This design comes from an exercise in tuning for small area on the open sky130 flow, not from production work. Only simulation tests tie the RTL to the original design; equivalence was not proved. Power is estimated from default activity; no workload was simulated.

`design/flow/flow/run.sh`:
```
#!/bin/bash
export BUFFER_PORTS_ARGS="-buffer_cell sky130_fd_sc_hd__buf_1"
export CTS_ARGS="-sink_clustering_enable -repair_clock_nets -dont_use_dummy_load -buf_list sky130_fd_sc_hd__clkbuf_4 -sink_clustering_size 8 -sink_clustering_max_diameter 40"
bash standard.sh > standard_flow.log 2>&1
```
`design/flow/standard.sh`:
```
#!/bin/bash
# synth_recipe.tcl (not shown) runs the flow's synth.tcl, then flattens the netlist and writes it again
# the make line also repeats each setting of config.mk as NAME=value (left out here)
make -C /OpenROAD-flow-scripts/flow DESIGN_CONFIG=/design/flow/config.mk WORK_HOME=/design/flow/orfs CLKGATE_MAP_FILE= SYNTH_SCRIPT=/design/flow/synth_recipe.tcl "${@:-finish}"
```
`design/flow/config.mk`:
```
export PLATFORM = sky130hd
export DESIGN_NAME = top_embed
export DESIGN_NICKNAME = top_embed
export VERILOG_FILES = /design/flow/design.v
export SDC_FILE = /design/flow/constraint.sdc
export NUM_CORES = 4
export LEC_CHECK = 0
export CAP_MARGIN = 0
export CORE_MARGIN = 2
export CORE_UTILIZATION = 80
export SLEW_MARGIN = 0
```
`design/flow/constraint.sdc`:
```
create_clock -name core_clock -period 20.0 [get_ports {sys_clk}]
set_input_delay 4.0000 -clock core_clock [delete_from_list [all_inputs] [get_ports {sys_clk}]]
set_output_delay 4.0000 -clock core_clock [all_outputs]
set_load 0.01 [all_outputs]
```
`design/flow/design.v`:
```
`timescale 1ns / 1ps
module ad7621(
    input sys_clk,
    input sys_rst,
    input [15:0] FPGA_OFFSETVALUE,
    input [15:0] FPGA_MAXSATVALUE,
    input ad7621_restart,
    input ad7621_start,
    input ad7621_busy,
    input [15:0] ad7621_di,
    output reg ad7621_convst,
    output wire [15:0] ad7621_fifo_do,
    output reg ad7621_flag_fifo_do
    );
    function [31:0] rinc;
        input [31:0] a;
        integer i;
        reg c;
        begin
            c = 1'b1;
            for (i = 0; i < 32; i = i + 1) begin
                rinc[i] = a[i] ^ c;
                c = a[i] & c;
            end
        end
    endfunction
    function [31:0] rdec;
        input [31:0] a;
        integer i;
        reg b;
        begin
            b = 1'b1;
            for (i = 0; i < 32; i = i + 1) begin
                rdec[i] = a[i] ^ b;
                b = ~a[i] & b;
            end
        end
    endfunction
    function [22:0] radd;
        input [21:0] a;
        input [21:0] b;
        input cin;
        integer i;
        reg c;
        begin
            c = cin;
            for (i = 0; i < 22; i = i + 1) begin
                radd[i] = a[i] ^ b[i] ^ c;
                c = (a[i] & b[i]) | (c & (a[i] ^ b[i]));
            end
            radd[22] = c;
        end
    endfunction
    reg [2:0] busy_s;
    always @ (posedge sys_clk)
        busy_s <= {busy_s[1:0], ad7621_busy};
    wire busy_fall = busy_s[2] & ~busy_s[1];
    reg [11:0] cnt_rd_pixel;
    always @ (posedge sys_clk)
    begin
        if (sys_rst || ad7621_restart) cnt_rd_pixel <= 12'd0;
        else if (ad7621_start) cnt_rd_pixel <= rinc({20'd0, cnt_rd_pixel});
    end
    wire [22:0] pix_sub = radd({6'd0, ad7621_di}, {6'd0, ~FPGA_OFFSETVALUE}, 1'b1);
    reg [15:0] r_dat_temp;
    reg start;
    wire ge34 = (cnt_rd_pixel[11:6] != 6'd0) | (cnt_rd_pixel[5] & (cnt_rd_pixel[4:1] != 4'd0));
    wire le2081 = ~cnt_rd_pixel[11] | ((cnt_rd_pixel[10:6] == 5'd0) & (~cnt_rd_pixel[5] | (cnt_rd_pixel[4:1] == 4'd0)));
    wire in_window = ge34 & le2081;
    always @ (posedge sys_clk)
    begin
        if (sys_rst || ad7621_restart)
        begin
            r_dat_temp <= 16'd0;
            start <= 1'b0;
        end
        else begin
            start <= busy_fall & in_window;
            if (busy_fall & in_window) r_dat_temp <= pix_sub[15:0];
        end
    end
    wire [9:0] y = FPGA_MAXSATVALUE[15:6];
    reg busy;
    reg [3:0] iter;
    reg [9:0] y1;
    reg [10:0] ac;
    reg [19:0] acc;
    reg sat;
    wire [22:0] ac_sub_full = radd({11'd0, ac}, {11'd0, 1'b1, ~y1}, 1'b1);
    wire [11:0] ac_diff = {~ac_sub_full[11], ac_sub_full[10:0]};
    wire qbit = ~ac_diff[11];
    wire [10:0] ac_sub = qbit ? ac_diff[10:0] : ac;
    wire [10:0] ac_next = {ac_sub[9:0], ~(iter[3] & (iter[2:0] != 3'd0))};    
    wire [22:0] acc_sum_full = radd({1'b0, acc, 1'b0}, qbit ? {6'd0, r_dat_temp} : 22'd0, 1'b0);
    wire [21:0] acc_sum = acc_sum_full[21:0];
    wire done = busy & (iter == 4'd13);
    always @ (posedge sys_clk)
    begin
        if (sys_rst) begin
            busy <= 1'b0;
            ad7621_flag_fifo_do <= 1'b0;
        end
        else begin
            ad7621_flag_fifo_do <= done & ~start;
            if (start) busy <= (y[9:4] != 6'd0);
            else if (done) busy <= 1'b0;
        end
    end
    always @ (posedge sys_clk)
    begin
        if (start) begin
            iter <= 4'd0;
            ac <= 11'd1;
            acc <= 20'd0;
            sat <= 1'b0;
        end
        else begin
            iter <= rinc({28'd0, iter});
            ac <= ac_next;
            if (ad7621_restart & ~done) begin
                acc <= 20'd0;
                sat <= 1'b0;
            end else begin
                acc <= acc_sum[19:0];
                sat <= sat | (acc_sum[21:20] != 2'd0);
            end
        end
    end
    always @ (posedge sys_clk)
        if (start) y1 <= y;
    assign ad7621_fifo_do = sat ? 16'hFFFF : acc[19:4];
    reg ad7621_start_ff1;
    reg ad7621_start_ff2;
    always @ (posedge sys_clk)
    begin
        ad7621_start_ff1 <= ad7621_start;
        ad7621_start_ff2 <= ad7621_start_ff1;
    end
    always @ (posedge sys_clk)
    begin
        if (sys_rst || ad7621_restart)
            ad7621_convst <= 1'b1;
        else begin
            if (ad7621_start) ad7621_convst <= 1'b0;
            if (ad7621_start_ff2) ad7621_convst <= 1'b1;
        end
    end
endmodule
`timescale 1ns / 1ps
module fpga_spi(
    input sys_clk,
    input sys_rst,
    input clk_rise,          
    input clk_fall,          
    output reg [15:0] FPGA_COUNTBASE,     
    output reg [15:0] FPGA_STRBCOUNT,     
    output reg [15:0] FPGA_INTCLOCK,      
    output reg [15:0] FPGA_SSLOWDELAY,    
    output reg [15:0] FPGA_SSHIGHDELAY,   
    output reg [15:0] FPGA_LAMPENABLE,    
    output reg [15:0] FPGA_OFFSETVALUE,   
    output reg [15:0] FPGA_MAXSATVALUE,   
    output reg strobe_param_change,       
    input fpga_cs,
    input fpga_mosi,
    output reg fpga_miso
    );
    localparam [15:0] version = 16'd1;
    function [31:0] rinc;
        input [31:0] a;
        integer i;
        reg c;
        begin
            c = 1'b1;
            for (i = 0; i < 32; i = i + 1) begin
                rinc[i] = a[i] ^ c;
                c = a[i] & c;
            end
        end
    endfunction
    function [31:0] rdec;
        input [31:0] a;
        integer i;
        reg b;
        begin
            b = 1'b1;
            for (i = 0; i < 32; i = i + 1) begin
                rdec[i] = a[i] ^ b;
                b = ~a[i] & b;
            end
        end
    endfunction
    reg [2:0] cs_s;
    always @ (posedge sys_clk)
        cs_s <= {cs_s[1:0], fpga_cs};
    wire cs_rise = cs_s[1] & ~cs_s[2];
    reg [4:0] cnt_spi;
    reg Rx_Done;
    reg [23:0] receive_data;
    always @ (posedge sys_clk)
    begin
        if (cs_rise || sys_rst)
        begin
            cnt_spi <= 5'd0;
            Rx_Done <= 1'b0;
        end
        else if (clk_rise && ~fpga_cs) begin
            cnt_spi <= rinc({27'd0, cnt_spi});
            receive_data <= {receive_data[22:0], fpga_mosi};
            if (cnt_spi == 5'd23) Rx_Done <= 1'b1;
        end
    end
    reg wr_or_rd;
    reg [5:0] fpga_addr;
    reg [16:0] transmit_data;
    always @ (posedge sys_clk)
    begin
        if (sys_rst)
            transmit_data[16] <= 1'b0;
        else if (cnt_spi == 5'd8)
        begin
            case (fpga_addr)
                6'h02: transmit_data <= {FPGA_COUNTBASE, 1'b0};
                6'h03: transmit_data <= {FPGA_STRBCOUNT, 1'b0};
                6'h06: transmit_data <= {FPGA_INTCLOCK, 1'b0};
                6'h0E: transmit_data <= {FPGA_SSLOWDELAY, 1'b0};
                6'h0F: transmit_data <= {FPGA_SSHIGHDELAY, 1'b0};
                6'h10: transmit_data <= {FPGA_LAMPENABLE, 1'b0};
                6'h17: transmit_data <= {FPGA_OFFSETVALUE, 1'b0};
                6'h1A: transmit_data <= {FPGA_MAXSATVALUE, 1'b0};
                default: transmit_data <= {version, 1'b0};
            endcase
        end
    end
    reg [4:0] ncnt_shift;        
    wire [4:0] cnt_shift_data = ~ncnt_shift;
    always @ (posedge sys_clk)
    begin
        if (cs_rise || sys_rst)
        begin
            wr_or_rd <= 1'b0;
            fpga_addr <= 6'd0;
        end
        else if (clk_fall)
        begin
            if (cnt_spi == 5'd8) begin
                wr_or_rd <= receive_data[0];
                fpga_addr <= receive_data[7:2];
            end
            if (cnt_spi[4] ^ cnt_spi[3])     
            begin
                ncnt_shift <= rinc({27'd0, ncnt_shift});
                fpga_miso <= transmit_data[cnt_shift_data];
            end
            else begin
                fpga_miso <= 1'b0;
                ncnt_shift <= ~5'd16;
            end
        end
        if (sys_rst)
            fpga_miso <= 1'b0;
    end
    wire wr = Rx_Done & wr_or_rd;
    wire [5:0] wa = receive_data[23:18];
    wire [15:0] wd = receive_data[15:0];
    wire [7:0] we = {8{wr}} & {wa == 6'h1A, wa == 6'h17, wa == 6'h10, wa == 6'h0F,
                               wa == 6'h0E, wa == 6'h06, wa == 6'h03, wa == 6'h02};
    always @ (posedge sys_clk) if (sys_rst | we[0]) FPGA_COUNTBASE   <= sys_rst ? 16'd48000 : wd;
    always @ (posedge sys_clk) if (sys_rst | we[1]) FPGA_STRBCOUNT   <= sys_rst ? 16'd4800  : wd;
    always @ (posedge sys_clk) if (sys_rst | we[2]) FPGA_INTCLOCK    <= sys_rst ? 16'd6     : wd;
    always @ (posedge sys_clk) if (sys_rst | we[3]) FPGA_SSLOWDELAY  <= sys_rst ? 16'h0005 : wd;
    always @ (posedge sys_clk) if (sys_rst | we[4]) FPGA_SSHIGHDELAY <= sys_rst ? 16'h0001 : wd;
    always @ (posedge sys_clk) if (sys_rst | we[5]) FPGA_LAMPENABLE  <= sys_rst ? 16'h0000 : wd;
    always @ (posedge sys_clk) if (sys_rst | we[6]) FPGA_OFFSETVALUE <= sys_rst ? 16'h0000 : wd;
    always @ (posedge sys_clk) if (sys_rst | we[7]) FPGA_MAXSATVALUE <= sys_rst ? 16'h55F0 : wd;
    always @ (posedge sys_clk)
    begin
        if (sys_rst) strobe_param_change <= 1'b0;
        else strobe_param_change <= wr & (((wa == 6'h02) & (wd != FPGA_COUNTBASE)) |
                                          ((wa == 6'h03) & (wd != FPGA_STRBCOUNT)));
    end
endmodule
`timescale 1ns / 1ps
module ilx511b(
    input sys_clk,
    input sys_rst,
    input [15:0] FPGA_INTCLOCK,
    input acq_rise,                  
    output reg ilx511b_clk,
    output reg ilx511b_rog,
    output flag_adc_start,
    output reg flag_sel_clok,
    output flag_en_single_strobe
    );
    function [31:0] rinc;
        input [31:0] a;
        integer i;
        reg c;
        begin
            c = 1'b1;
            for (i = 0; i < 32; i = i + 1) begin
                rinc[i] = a[i] ^ c;
                c = a[i] & c;
            end
        end
    endfunction
    function [31:0] rdec;
        input [31:0] a;
        integer i;
        reg b;
        begin
            b = 1'b1;
            for (i = 0; i < 32; i = i + 1) begin
                rdec[i] = a[i] ^ b;
                b = ~a[i] & b;
            end
        end
    endfunction
    localparam [2:0] IDLE = 3'd0,
                     WAIT_CLK_TO_ROG1 = 3'd1,
                     RESET_CCD = 3'd2,
                     INTEGRATION = 3'd4,
                     LATCH_DATA = 3'd5,
                     WAIT_ROG_TO_CLK2 = 3'd6,
                     READ_SPECTRUM = 3'd7;
    reg [2:0] current_state;
    reg pending;
    reg [2:0] succ_state;
    always @ (*)
        case (current_state)
        IDLE:             succ_state = WAIT_CLK_TO_ROG1;
        WAIT_CLK_TO_ROG1: succ_state = RESET_CCD;
        RESET_CCD:        succ_state = INTEGRATION;
        INTEGRATION:      succ_state = LATCH_DATA;
        LATCH_DATA:       succ_state = WAIT_ROG_TO_CLK2;
        WAIT_ROG_TO_CLK2: succ_state = READ_SPECTRUM;
        default:          succ_state = IDLE;
        endcase
    wire [2:0] next_state = pending ? succ_state : current_state;
    wire en_wait1 = (next_state == WAIT_CLK_TO_ROG1);
    wire en_reset = (next_state == RESET_CCD);
    wire en_integ = (next_state == INTEGRATION);
    wire en_latch = (next_state == LATCH_DATA);
    wire en_wait2 = (next_state == WAIT_ROG_TO_CLK2);
    wire en_read  = (next_state == READ_SPECTRUM);
    wire en_delay = en_wait1 | en_reset | en_latch | en_wait2;
    localparam [15:0] CNT_0 = 16'h0001,
                      CNT_10 = 16'h0444,
                      CNT_19 = 16'h88d0,
                      CNT_299 = 16'h7c7b,
                      CNT_47700 = 16'h9078,
                      CNT_47999 = 16'hb8c5;
    reg [15:0] cnt;
    reg [15:0] cnt2;
    wire [15:0] cnt_step = {cnt[14:0], cnt[15] ^ cnt[14] ^ cnt[12] ^ cnt[3]};
    wire [31:0] cnt2_inc32 = rinc({16'd0, cnt2});
    wire [16:0] cnt2_inc = cnt2_inc32[16:0];
    reg read_d;          
    reg delay_done;      
    reg integ_done;
    reg flag_en_frame;
    wire f_rog1  = delay_done & en_wait1;
    wire f_integ = delay_done & en_reset;
    wire f_latch = delay_done & en_latch;
    wire f_smp   = delay_done & en_wait2;
    reg trigger;
    always @ (*)
        case (current_state)
        IDLE:             trigger = acq_rise;
        WAIT_CLK_TO_ROG1: trigger = f_rog1;
        RESET_CCD:        trigger = f_integ;
        INTEGRATION:      trigger = integ_done;
        LATCH_DATA:       trigger = f_latch;
        WAIT_ROG_TO_CLK2: trigger = f_smp;
        READ_SPECTRUM:    trigger = (cnt2 == 4200      );
        default:          trigger = 1'b1;
        endcase
    always @ (posedge sys_clk)
    begin
        if (sys_rst)
        begin
            current_state <= IDLE;
            pending <= 1'b0;
        end else begin
            current_state <= next_state;
            pending <= trigger & ~pending;
        end
    end
    always @ (posedge sys_clk)
    begin
        if (sys_rst)
        begin
            flag_sel_clok <= 1'b0;
            flag_en_frame <= 1'b0;
        end else begin
            case (current_state)
            IDLE:
            begin
                flag_sel_clok <= 1'b0;
                flag_en_frame <= 1'b0;
            end
            WAIT_CLK_TO_ROG1:
                flag_sel_clok <= 1'b1;
            INTEGRATION:
            begin
                if ((cnt2_inc == {1'b0, FPGA_INTCLOCK})&&(cnt == CNT_47700)) flag_sel_clok <= 1'b1;
                if ((cnt2 == 0)&&(cnt == CNT_299)) flag_sel_clok <= 1'b0;
            end
            READ_SPECTRUM:
                if (cnt2 == 4200      ) flag_en_frame <= 1'b1;
            default: ;
            endcase
        end
    end
    always @ (posedge sys_clk)
    begin
        read_d <= en_read;
        if (en_read)
        begin
            if (cnt == CNT_19)
            begin
                cnt <= CNT_0;
                if (cnt2 == 4200      ) cnt2 <= 16'd0;
                else cnt2 <= cnt2_inc[15:0];
            end
            else cnt <= cnt_step;
        end
        else if (sys_rst | delay_done | integ_done)
        begin
            cnt <= CNT_0;
            cnt2 <= 16'd0;
        end
        else if (en_delay)
        begin
            if (cnt == CNT_299) cnt <= CNT_0;
            else cnt <= cnt_step;
            cnt2 <= 16'd0;
        end
        else if (en_integ)
        begin
            if (cnt == CNT_47999)
            begin
                cnt <= CNT_0;
                cnt2 <= cnt2_inc[15:0];
            end
            else cnt <= cnt_step;
        end
        else begin
            cnt <= CNT_0;
            cnt2 <= 16'd0;
        end
    end
    always @ (posedge sys_clk)
    begin
        if (sys_rst | delay_done) delay_done <= 1'b0;
        else delay_done <= en_delay & (cnt == CNT_299);
    end
    always @ (posedge sys_clk)
    begin
        if (sys_rst | integ_done) integ_done <= 1'b0;
        else integ_done <= en_integ & (cnt2 == FPGA_INTCLOCK);
    end
    always @ (posedge sys_clk)
    begin
        if (sys_rst | flag_en_frame)
            ilx511b_rog <= 1'b1;
        else begin
            if (f_rog1 | integ_done) ilx511b_rog <= 1'b0;
            if (f_integ | f_latch) ilx511b_rog <= 1'b1;
        end
    end
    always @ (posedge sys_clk)
    begin
        if (sys_rst | flag_en_frame)
            ilx511b_clk <= 1'b1;
        if (en_read && (cnt == CNT_19) && (cnt2 != 4200      ))
            ilx511b_clk <= ~ilx511b_clk;
    end
    reg [1:0] adc_s;
    always @ (posedge sys_clk)
        adc_s <= {adc_s[0], read_d & (cnt == CNT_10) & (ilx511b_clk == 1'b0)};
    assign flag_adc_start = adc_s[1];
    assign flag_en_single_strobe = f_latch;
endmodule
`timescale 1ns / 1ps
module make_strobe(
	 input sys_clk,
	 input sys_rst,
	 input flag_en_single_strobe,
	 input param_change,            
	 input [15:0] FPGA_COUNTBASE,
	 input [15:0] FPGA_STRBCOUNT,
	 input [15:0] FPGA_SSLOWDELAY,
	 input [15:0] FPGA_SSHIGHDELAY,
	 input lamp_enable,
	 output reg single_strobe,
	 output reg cont_strobe
    );
    function [31:0] rinc;
        input [31:0] a;
        integer i;
        reg c;
        begin
            c = 1'b1;
            for (i = 0; i < 32; i = i + 1) begin
                rinc[i] = a[i] ^ c;
                c = a[i] & c;
            end
        end
    endfunction
    function [31:0] rdec;
        input [31:0] a;
        integer i;
        reg b;
        begin
            b = 1'b1;
            for (i = 0; i < 32; i = i + 1) begin
                rdec[i] = a[i] ^ b;
                b = ~a[i] & b;
            end
        end
    endfunction
	 reg flag_start_single_strobe;
	 reg flag_end_single_strobe;
	 reg [15:0] cnt_mk_strobe;
	 reg [4:0] cnt_mk_2MHz;
	 always @ (posedge sys_clk)
	 begin
		if (sys_rst | ~lamp_enable | flag_end_single_strobe)
		begin
			single_strobe <= 1'b1;
			cnt_mk_2MHz <= 5'd0;
			cnt_mk_strobe <= 16'd0;
			flag_start_single_strobe <= 1'b0;
			flag_end_single_strobe <= 1'b0;
		end
		else begin
			if (cnt_mk_strobe == FPGA_SSHIGHDELAY) single_strobe <= 1'b0;
			if (cnt_mk_strobe == FPGA_SSLOWDELAY)
			begin
				single_strobe <= 1'b1;
				flag_end_single_strobe <= 1'b1;
			end
			if (flag_en_single_strobe) flag_start_single_strobe <= 1'b1;
			if (flag_start_single_strobe)
			begin
				if (cnt_mk_2MHz == 5'd23)
				begin
					cnt_mk_strobe <= rinc({16'd0, cnt_mk_strobe});
					cnt_mk_2MHz <= 5'd0;
				end else begin
					cnt_mk_2MHz <= rinc({27'd0, cnt_mk_2MHz});
				end
			end else begin
				cnt_mk_2MHz <= 5'd0;
				cnt_mk_strobe <= 16'd0;
			end
		end
	 end
	 wire [14:0] base = FPGA_COUNTBASE[15:1];
	 reg [14:0] ncnt_base;
	 reg [15:0] ncnt_rep;
	 reg [27:0] lfsr;
	 reg lfsr_run;
	 reg wrapped;
	 wire base_end = (ncnt_base == 15'h7ffe);       
	 wire period_end = base_end & (ncnt_rep == 16'hffff) & ~wrapped & (base != 15'd0);
	 always @ (posedge sys_clk)
	 begin
		if (sys_rst | ~lamp_enable | param_change | period_end)
		begin
			ncnt_base <= ~base;
			ncnt_rep <= ~FPGA_STRBCOUNT;
			lfsr <= 28'd1;
			lfsr_run <= 1'b0;
			wrapped <= 1'b0;
		end else begin
			if (base_end)
			begin
				ncnt_base <= ~base;
				ncnt_rep <= rinc({16'd0, ncnt_rep});
			end
			else ncnt_base <= rinc({17'd0, ncnt_base});
			lfsr <= {lfsr[26:0], lfsr[27] ^ lfsr[24]};
			lfsr_run <= 1'b1;
			wrapped <= wrapped | (lfsr_run & (lfsr == 28'd1));
		end
	 end
	 always @ (posedge sys_clk)
	 begin
		if (sys_rst | ~lamp_enable | param_change)
			cont_strobe <= 1'b1;
		else if (period_end)
			cont_strobe <= ~cont_strobe;
	 end
endmodule
`timescale 1ns / 1ps
module make_22500pulse(
	 input sys_clk,
	 input sys_rst,
	 output reg clk_2_5Mhz
    );
    function [31:0] rinc;
        input [31:0] a;
        integer i;
        reg c;
        begin
            c = 1'b1;
            for (i = 0; i < 32; i = i + 1) begin
                rinc[i] = a[i] ^ c;
                c = a[i] & c;
            end
        end
    endfunction
    function [31:0] rdec;
        input [31:0] a;
        integer i;
        reg b;
        begin
            b = 1'b1;
            for (i = 0; i < 32; i = i + 1) begin
                rdec[i] = a[i] ^ b;
                b = ~a[i] & b;
            end
        end
    endfunction
	 reg [3:0] cnt_make_2_5Mhz;
	 always @ (posedge sys_clk)
	 begin
		if (sys_rst)
		begin
			cnt_make_2_5Mhz <= 4'd0;
			clk_2_5Mhz <= 1'b0;
		end
		else if (cnt_make_2_5Mhz == 4'd9)
		begin
			cnt_make_2_5Mhz <= 4'd0;
			clk_2_5Mhz <= ~clk_2_5Mhz;
		end
		else cnt_make_2_5Mhz <= rinc({28'd0, cnt_make_2_5Mhz});
	 end
endmodule
`timescale 1ns / 1ps
module fifo_spi(
    input sys_clk,
    input sys_rst,
    input [15:0] fifo_data,
    input clk_rise,
    output flag_rd_fifo,
    input fifo_cs,
    output fifo_miso
    );
    reg [2:0] cs_s;
    always @ (posedge sys_clk)
        cs_s <= {cs_s[1:0], fifo_cs};
    assign flag_rd_fifo = cs_s[2] & ~cs_s[1];
    reg flag_fifo_data_ff;
    always @ (posedge sys_clk)
    begin
        if (sys_rst) flag_fifo_data_ff <= 1'b0;
        else flag_fifo_data_ff <= flag_rd_fifo;
    end
    reg [15:0] data_tranfer;
    always @ (posedge sys_clk)
    begin
        if (sys_rst) data_tranfer <= 16'd0;
        else if (clk_rise) data_tranfer <= (data_tranfer << 1'b1);
        else if (flag_fifo_data_ff) data_tranfer <= fifo_data;
    end
    assign fifo_miso = data_tranfer[15];
endmodule
`timescale 1ns / 1ps
module top_embed(
	input sys_clk,
	input xreset,
	input fifo_rset,
	input trigger,
	output reg pixel_ready,
	output single_strobe,
	output cont_strobe,
	input spi_clk,
	input spi_mosi,
	output spi_miso,
	output spi_miso_oe,
	input fpga_cs,
	input fifo_cs,
	input e2_cs,
	input adt_cs,
	output adt7301_clk,
	output adt7301_cs,
	output eeprom_clk,
	output eeprom_cs,
	output ilx511b_clk,
	output ilx511b_rog,
	output ilx511b_shsw,
	input ad7621_busy,
	input [15:0] ad7621_di,
	output ad7621_convst,
	output fifo_rst,
	output [15:0] fifo_din,
	output fifo_wr_en,
	output fifo_rd_en,
	input [15:0] fifo_dout,
	input fifo_full,
	input fifo_empty,
	input [10:0] fifo_data_count
    );
	reg [2:0] sclk_s;
	reg [2:0] acq_s;
	always @ (posedge sys_clk)
	begin
		sclk_s <= {sclk_s[1:0], spi_clk};
		acq_s <= {acq_s[1:0], fifo_rset | trigger};
	end
	wire sclk_rise = sclk_s[1] & ~sclk_s[2];
	wire sclk_fall = sclk_s[2] & ~sclk_s[1];
	wire acq_rise = acq_s[1] & ~acq_s[2];
	wire fpga_miso;
	wire fifo_miso;
	assign spi_miso = (fifo_cs == 1'b0) ? fifo_miso : (fpga_cs == 1'b0) ? fpga_miso : 1'b0;
	assign spi_miso_oe = e2_cs & adt_cs;
	assign eeprom_clk = spi_clk;
	assign eeprom_cs = e2_cs;
	assign adt7301_clk = spi_clk;
	assign adt7301_cs = adt_cs;
	wire [15:0] FPGA_COUNTBASE;
	wire [15:0] FPGA_STRBCOUNT;
	wire [15:0] FPGA_INTCLOCK;
	wire [15:0] FPGA_SSLOWDELAY;
	wire [15:0] FPGA_SSHIGHDELAY;
	wire [15:0] FPGA_LAMPENABLE;
	wire [15:0] FPGA_OFFSETVALUE;
	wire [15:0] FPGA_MAXSATVALUE;
	wire strobe_param_change;
	fpga_spi fpga_spi_instance (
	.sys_clk(sys_clk),
	.sys_rst(xreset),
	.clk_rise(sclk_rise),
	.clk_fall(sclk_fall),
	.FPGA_COUNTBASE(FPGA_COUNTBASE),
	.FPGA_STRBCOUNT(FPGA_STRBCOUNT),
	.FPGA_INTCLOCK(FPGA_INTCLOCK),
	.FPGA_SSLOWDELAY(FPGA_SSLOWDELAY),
	.FPGA_SSHIGHDELAY(FPGA_SSHIGHDELAY),
	.FPGA_LAMPENABLE(FPGA_LAMPENABLE),
	.FPGA_OFFSETVALUE(FPGA_OFFSETVALUE),
	.FPGA_MAXSATVALUE(FPGA_MAXSATVALUE),
	.strobe_param_change(strobe_param_change),
	.fpga_cs(fpga_cs),
	.fpga_mosi(spi_mosi),
	.fpga_miso(fpga_miso)
	);
	wire flag_adc_start;
	wire ilx511b_clk_ff;
	wire ilx511b_rog_ff;
	wire flag_sel_clok;
	wire flag_en_single_strobe;
	ilx511b ilx_instance (
	.sys_clk(sys_clk),
	.sys_rst(xreset),
	.FPGA_INTCLOCK(FPGA_INTCLOCK),
	.acq_rise(acq_rise),
	.ilx511b_clk(ilx511b_clk_ff),
	.ilx511b_rog(ilx511b_rog_ff),
	.flag_adc_start(flag_adc_start),
	.flag_sel_clok(flag_sel_clok),
	.flag_en_single_strobe(flag_en_single_strobe)
	);
	make_strobe mk_strobe_instance (
	.sys_clk(sys_clk),
	.sys_rst(xreset),
	.flag_en_single_strobe(flag_en_single_strobe),
	.param_change(strobe_param_change),
	.FPGA_COUNTBASE(FPGA_COUNTBASE),
	.FPGA_STRBCOUNT(FPGA_STRBCOUNT),
	.FPGA_SSLOWDELAY(FPGA_SSLOWDELAY),
	.FPGA_SSHIGHDELAY(FPGA_SSHIGHDELAY),
	.lamp_enable(FPGA_LAMPENABLE[0]),
	.single_strobe(single_strobe),
	.cont_strobe(cont_strobe)
	);
	wire clk_2_5Mhz;
	make_22500pulse make_pulse_instance (
	.sys_clk(sys_clk),
	.sys_rst(xreset),
	.clk_2_5Mhz(clk_2_5Mhz)
	);
	assign ilx511b_clk = (flag_sel_clok == 1'b1) ? ~ilx511b_clk_ff : ~clk_2_5Mhz;
	assign ilx511b_rog = ~ilx511b_rog_ff;
	assign ilx511b_shsw = 1'b0;
	wire ad7621_flag_fifo_do;
	ad7621 ad7621_instance (
	.sys_clk(sys_clk),
	.sys_rst(xreset),
	.FPGA_OFFSETVALUE(FPGA_OFFSETVALUE),
	.FPGA_MAXSATVALUE(FPGA_MAXSATVALUE),
	.ad7621_restart(acq_rise),
	.ad7621_start(flag_adc_start),
	.ad7621_busy(ad7621_busy),
	.ad7621_di(ad7621_di),
	.ad7621_convst(ad7621_convst),
	.ad7621_fifo_do(fifo_din),
	.ad7621_flag_fifo_do(ad7621_flag_fifo_do)
	);
	wire flag_rd_fifo;
	assign fifo_rst = xreset | acq_rise;
	assign fifo_wr_en = ad7621_flag_fifo_do & ~fifo_full;
	assign fifo_rd_en = flag_rd_fifo & ~fifo_empty;
	always @ (posedge sys_clk)
		pixel_ready <= |fifo_data_count;
	fifo_spi fifo_spi_instance (
	.sys_clk(sys_clk),
	.sys_rst(xreset),
	.fifo_data(fifo_dout),
	.clk_rise(sclk_rise),
	.flag_rd_fifo(flag_rd_fifo),
	.fifo_cs(fifo_cs),
	.fifo_miso(fifo_miso)
	);
endmodule
```
==> flow_summary.ini <==
[worst_hold_path]
min_path_type = register to register

[place]
gp_congestion = 0.967
post-place-ws_ns = 9.14
hpwl_um = 31800
io_buffer_count = 86

[power]
power_density_nw_per_um2 = 77.6
vdd_drop_max_mv = 0.0629
p_leak_nw = 7.94

[sta]
final-setup-viol-count = 0
tightest_slew_ns = 1.22
setup_slack_ns = 9.20
hold_viol = 0
rsz0062_at_grt = no
fin_tns_setup_ns = 0
hold_ws_ns = 0.332
max_slew_margin_pct = 18.6
final.min_clock_period_ns = 10.80
fin_crit_sh_pct = 54.0
max_freq_mhz = 92.6
clock_skew_ns = 0.0559
timing_max_transition_violations_final = 0

[synthesis]
syn_inst = 1597
synthTopCellsByArea = edfxtp_1 (34%), dfxtp_1 (23%), ha_1 (6.5%)
yosysUniqueCellTypes = 68
yosys_most_used_dff = dfxtp_1
synth_top_cell_by_area = edfxtp_1
syn-num-nets = 1789
synth_edf_count = 215
syn_area_um2 = 19200
syn_avg_cell_area_um2 = 12.0
yosysSeqAreaShare_pct = 56.8
synth_common_cells = dfxtp_1 (222), edfxtp_1 (215), nor2_1 (119)
ys_ff_latch = 437
synth_top_area_share_pct = 33.6
synth_warnings = 7
synth_most_common_cell = dfxtp_1
async_flop_share_pct = 0

[grt]
grt-ovfl-total = 0
grt.total_usage_pct = 35.2
top_usage_layer = met2
grt_first_pass_wirelength_um = 68900
grt_pass1_vias = 12900
grt_antenna_before_repair = 5
gr-usage-met3_pct = 8.70
grtUsageMet2_pct = 56.6
grt_start_max_net_pins = 61
grt_util_met1_pct = 46.5

[final_layout]
drive_gt1_share_pct = 7.75
syn_to_final_growth_pct = 5.47
top_regs = mk_strobe_instance.lfsr: 28 flops, fpga_spi_instance.receive_data: 24 flops, ad7621_instance.acc: 20 flops
finalNetCount = 1885
largest_reg_flops = 28
largest-register = mk_strobe_instance.lfsr

[clock_tree]
cts_tree = yes
cts_resized = 0
cts_buffers = 61
cts.path.max_buffers = 3
htreeDepth = 2
insertion_delay_ns = 0.76
cts-root-buf = clkbuf_4
hold_buffers = 0
clkTransAtPathRegs_ns = 0.10
post_cts_buffers = 0
clkSinkCount = 437

[setup_path]
setup.worst_path.end_class = register
critPathKind = register to register
path_buf_inv = 6
cp_slowest_stage_delay_ns = 0.52
path_depth = 38
crit_end = ad7621_instance.acc[19]$_SDFF_PP0_
cp_max_fo = 33
reg2reg_from = ad7621_instance.ac[0]$_SDFF_PP1_
worstRegToRegCells = 38
worst_setup_path_start_kind = register
crit_path_start = ad7621_instance.ac[0]$_SDFF_PP1_
crit_arrival_ns = 11.43
cp_common_cell = fa_1
r2r_slack_ns = 9.20
cp_top_family = adder cells
r2r-end = ad7621_instance.acc[19]$_SDFF_PP0_
required_ns = 20.63
critPathSlowestCell = or2_2

[die]
dieArea_um2 = 25200
die_h_um = 159
die_w_um = 159
row_count = 56
start_util_pct = 81.5
core_area_um2 = 23500
io_pins = 88

[flow_run]
max_cap_violations = 0

[route]
vias_per_cell = 6.50
via_count = 13100
ant_nets = 0
firstDrtPassIters = 6
post_drt_wl_per_cell_um = 22.0
drcViolationCount = 0
first_iter_violations = 1695
wirelength_um = 44400

[outcome]
status = complete, no violations
how the worst min path moves through the flow:
stage,start,end,cells past startpoint
after global placement,ad7621_instance.busy_s[0]$_DFF_P_,ad7621_instance.busy_s[1]$_DFF_P_,0
after floorplan,acq_s[0]$_DFF_P_,acq_s[1]$_DFF_P_,0
final,ad7621_instance.busy_s[0]$_DFF_P_,ad7621_instance.busy_s[1]$_DFF_P_,0
after CTS,ilx_instance.adc_s[0]$_DFF_P_,ilx_instance.adc_s[1]$_DFF_P_,0
after detailed placement,ad7621_instance.busy_s[0]$_DFF_P_,ad7621_instance.busy_s[1]$_DFF_P_,0
after global routing,ad7621_instance.busy_s[0]$_DFF_P_,ad7621_instance.busy_s[1]$_DFF_P_,0
cells in the final DEF (no fill, tap or decap), types with 4 or more instances in the layout:
cell type	n
nand3b_1	5
nor3_1	16
or2_2	36
nand4_1	41
dfxtp_1	222
o21ai_0	26
nand3_1	9
and3_1	6
nand2b_1	19
a211oi_1	40
and2b_1	5
nor2b_1	53
or4_1	6
a21oi_1	45
ha_1	99
nor4_1	33
mux2i_1	44
buf_1	85
edfxtp_1	215
o21a_1	5
nand4b_1	5
xor2_1	67
xnor2_1	48
a22oi_1	59
and2_1	78
buf_4	15
nand2_1	77
nor2_1	119
fa_1	37
clkbuf_4	61
a31o_2	4
inv_1	55
kinds of logic (layout without fill, tap and decap cells):
logic type | Yosys count | after routing | share of synthesized area (%)
XOR/XNOR | 115 | 115 | 5.25
multiplexers | 48 | 48 | 2.65
other | 1 | 4 | 0.0195
flip-flops | 437 | 437 | 56.8
AND/OR/NAND/NOR | 532 | 532 | 15.1
AO/OA/AOI/OAI | 205 | 205 | 7.28
buffers and inverters | 123 | 217 | 2.56
adder cells (fa/ha/maj) | 136 | 136 | 10.3
metal layers:
metal	vias up	part of all wire (%)
met3	165	12
met5	-	0.11
met4	2	4.6
li1	5872	-
met1	6145	38
met2	891	46
per-stage QoR:
| step | utilization, % | cell area (um^2) | total power, mW | std cells |
|---|---|---|---|---|
| after floorplan | - | 19200 | 1.13 | 1597 |
| final | 86.0 | 20200 | 1.57 | 2013 |
| after detailed placement | 84.0 | 19800 | 1.17 | 1949 |
| after global routing | 86.0 | 20200 | 1.63 | 2012 |
| after global placement | 84.0 | 19800 | 1.16 | 1949 |
| after CTS | 85.9 | 20200 | 1.57 | 2010 |
power breakdown:
group / leakage, nW / switching, mW / total (mW) / internal [mW]
Clock: 0.281 / 0.276 / 0.415 / 0.139
Sequential: 3.93 / 0.0350 / 1.01 / 0.979
Combinational: 3.73 / 0.0848 / 0.142 / 0.0574
Total: 7.94 / 0.396 / 1.57 / 1.18
layout make-up:
type                            count  area [um^2]
Clock buffer                       61          458
Multi-Input combinational cell   1037         7830
Inverter                           55          206
Timing Repair Buffer              101          437
Tap cell                          319          399
Antenna cell                        3         7.51
Sequential cell                   437        10900
Fill cell                        1245         3300

port drivers added, routing unchanged:
How much do the figures lean on ideal ports? The routed layout below was timed once more, with nothing changed but the port constraints. Step 1, drivers: a clkbuf_16 drives sys_clk and a buf_2 each remaining input, both assumed. Step 2, shift: input delay + t, output delay - t, t = (earliest + latest rising clock arrival at the registers) / 2. This alone moves slack from input paths to output paths. Three values: ideal, step 1, step 2; two values: the first two.
t (ns): 0.788
setup WS [ns]: 9.202 / 9.202 / 9.202
worst setup path after step 2: register to register
worst slew at a driven data input, ns: 0.06
After both steps setup and hold are still met in this run. The setup slack of this run moves by 0.000 ns with the drivers and by 0.000 ns with both steps.
